What follows belongs to an exercise in optimizing a design on an open flow for a short achievable clock period and few clock cycles; a production flow would make more cautious choices.
Function was checked by simulation only, so behaviour that the tests miss may differ from the original.
No driver is modelled on the clock port, so clocking that relies on it looks cheaper here than on a real chip.
Power is estimated from default activity; no workload was simulated.

## old
// mnpk01
module mnpk01 (
    input         clk,
    input         rst,
    output [15:0] rom_addr,
    input  [7:0]  rom_data,
    output [15:0] ram_addr,
    output [7:0]  ram_wdata,
    output        ram_we,
    input  [7:0]  ram_rdata,
    output        halted
);
    localparam OP = 2'd0, B1 = 2'd1, B2 = 2'd2, B3 = 2'd3;
    reg [15:0] pc;
    reg [15:0] pco;                  
    reg [1:0]  st;
    reg        hlt;
    reg        fz, fc, fn;
    reg [3:0]  jop;
    reg        d_mvi, d_mov, d_mvib, d_load, d_store, d_jmp, d_alu;
    reg [7:0]  b1, b2, q;
    reg [31:0] sela, selb;           
    wire op_multi = ((rom_data >= 8'h01) && (rom_data <= 8'h0B)) ||
                    ((rom_data[7:4] == 4'h1) && (rom_data[3:0] <= 4'hD));
    wire op_halt  = (rom_data == 8'hFF);
    reg        x_valid;
    reg        w_valid, w_alu, w_both;
    reg        w_wlo, w_whi;
    reg [3:0]  w_reg;
    reg [7:0]  w_a, w_b, w_hi;
    reg        w_cin;
    reg        w_sum, w_and, w_or, w_xor, w_not, w_shl, w_shr, w_rol, w_pass;
    reg        w_zf, w_c_co, w_c_nco, w_cmp, w_c7, w_c0;
    reg        r_wlo, r_whi;
    reg [3:0]  r_reg;
    reg [7:0]  r_lo, r_hi;
    reg [15:0] ram_addr_r;
    reg [7:0]  ram_wdata_r;
    reg        ram_we_r;
    reg        halted_r;
    wire [7:0] bb  = w_b;              
    wire [8:0] sum = {1'b0, w_a} + {1'b0, bb} + {8'd0, w_cin};
    wire       w_fl   = w_valid & w_alu;
    wire       zero_f = ((w_a ^ bb) == {w_a[6:0] | bb[6:0], w_cin});
    wire       nz = w_zf & zero_f;
    wire       nc = (w_c_co & sum[8]) | (w_c_nco & ~sum[8]) |
                    (w_cmp & sum[8] & ~zero_f) | (w_c7 & w_a[7]) | (w_c0 & w_a[0]);
    wire       nn = w_cmp & ~sum[8];
    wire       fz_n = w_fl ? nz : fz;
    wire       fc_n = w_fl ? nc : fc;
    wire       fn_n = w_fl ? nn : fn;
    localparam NB = 4;
    reg [NB-1:0] bv;
    reg [15:0]   btagm1 [0:NB-1];      
    reg [15:0]   btgt [0:NB-1];
    reg [5:0]    bkind [0:NB-1];       
    reg [1:0]    bptr;                 
    reg [15:0]   pcop;                 
  ...
Settings: LEC_CHECK=0, ABC_CLOCK_PERIOD_IN_PS=2500, CAP_MARGIN=20, CORE_MARGIN=2, CORE_UTILIZATION=40, CTS_CLUSTER_DIAMETER=80, CTS_CLUSTER_SIZE=20, SLEW_MARGIN=20, TNS_END_PERCENT=100; clock period 9.0 ns.
standard.sh (not shown) runs the stock make flow with config.mk's settings and CLKGATE_MAP_FILE= SYNTH_SCRIPT=/design/flow/synth_recipe.tcl, a recipe that flattens the netlist after the stock synthesis.
==> flow/flow/run.sh <==
#!/bin/bash
set -euo pipefail
here=$(pwd)
bash standard.sh SETUP_SLACK_MARGIN=6.6 PRE_CTS_TCL="$here/flow/pre_cts.tcl" finish > standard.log 2>&1
==> flow/flow/pre_cts.tcl <==
proc my_remove_clock_root {} {
  set block [ord::get_db_block]
  set clk_net [$block findNet clk]
  set roots {}
  foreach it [$clk_net getITerms] {
    lappend roots [$it getInst]
  }
  if { [llength $roots] != 1 } {
    puts "remove_clock_root: clk drives [llength $roots] cells, left as is"
    return
  }
  set root [lindex $roots 0]
  set out_net ""
  foreach it [$root getITerms] {
    if { [$it isOutputSignal] } { set out_net [$it getNet] }
  }
  if { $out_net == "" } { return }
  set loads {}
  foreach it [$out_net getITerms] {
    if { [$it getInst] != $root } { lappend loads $it }
  }
  if { [llength $loads] > 4 || [llength [$out_net getBTerms]] > 0 } {
    puts "remove_clock_root: root drives [llength $loads] pins, left as is"; foreach l $loads { puts "  [[$l getInst] getName] [[[$l getInst] getMaster] getName] [$l getIoType]" }
    return
  }
  puts "remove_clock_root: removing [$root getName], clk now drives [llength $loads] buffers"
  foreach it [$root getITerms] {
    if { [$it getNet] != "NULL" } { $it disconnect }
  }
  foreach it $loads {
    $it disconnect
    $it connect $clk_net
  }
  odb::dbInst_destroy $root
  odb::dbNet_destroy $out_net
}

rename clock_tree_synthesis my_clock_tree_synthesis
proc clock_tree_synthesis { args } {
  my_clock_tree_synthesis {*}$args
  my_remove_clock_root
}
Looking at the reports, old completed the entire flow and the layout it produced met the timing, DRC and antenna checks.
Testbench counts of old, summed over its fixed seeds: cycles 45,731.
Input changes introduced in new (baseline for comparison: old):
# old
export LEC_CHECK = 0
export ABC_CLOCK_PERIOD_IN_PS = 2500
export CAP_MARGIN = 20
export CORE_MARGIN = 2
export CORE_UTILIZATION = 40
export CTS_CLUSTER_DIAMETER = 80
export CTS_CLUSTER_SIZE = 20
export SLEW_MARGIN = 20
export TNS_END_PERCENT = 100
create_clock -name core_clock -period 9.0 [get_ports {clk}]
# new
export LEC_CHECK = 0
export ABC_CLOCK_PERIOD_IN_PS = 2500
export CAP_MARGIN = 20
export CORE_MARGIN = 2
export CORE_UTILIZATION = 60
export CTS_CLUSTER_DIAMETER = 80
export CTS_CLUSTER_SIZE = 20
export PLACE_DENSITY = 0.7
export SLEW_MARGIN = 20
export TNS_END_PERCENT = 100
create_clock -name core_clock -period 9.0 [get_ports {clk}]
## What came out
Reported leakage power: lower on old
When new is set beside old, its worst hold slack after final layout turns out to be 0.0038 ns smaller.
What old reported for number of buffers added for setup after CTS has to be multiplied by 0.889 to get the figure for new.
Comparing detailed-route wire length for old and new, the bigger number came from old.
Cell count after placement for new: 11% down relative to old

-- port drivers added, routing unchanged --
The results above use ideal ports. As a check the final layouts listed here were re-extracted and re-timed, cells and wires unchanged.
Step 1 sets driving cells, clkbuf_16 on the clock port and buf_2 on the other inputs (assumed; they add their load-dependent delay and slew).
Step 2 adds t to the input delays and takes it off the output delays; t is the mean of the earliest and latest rising clock arrival at the registers after step 1. Input paths then give back, and output paths get back, about the clock's delay inside the block.
Slacks: ideal ports / drivers / drivers and shift; pairs: ideal ports / drivers.
run | t (ns) | setup WS [ns] | hold slack, ns
old | 0.561 | 6.142 / 6.017 / 5.987 | 0.333 / 0.333 / 0.333
new | 0.540 | 6.180 / 6.053 / 6.006 | 0.330 / 0.330 / 0.330
After both steps setup and hold are still met in every run listed. The setup slack of new, which loses most, moves by -0.127 ns with the drivers and by -0.174 ns with both steps.
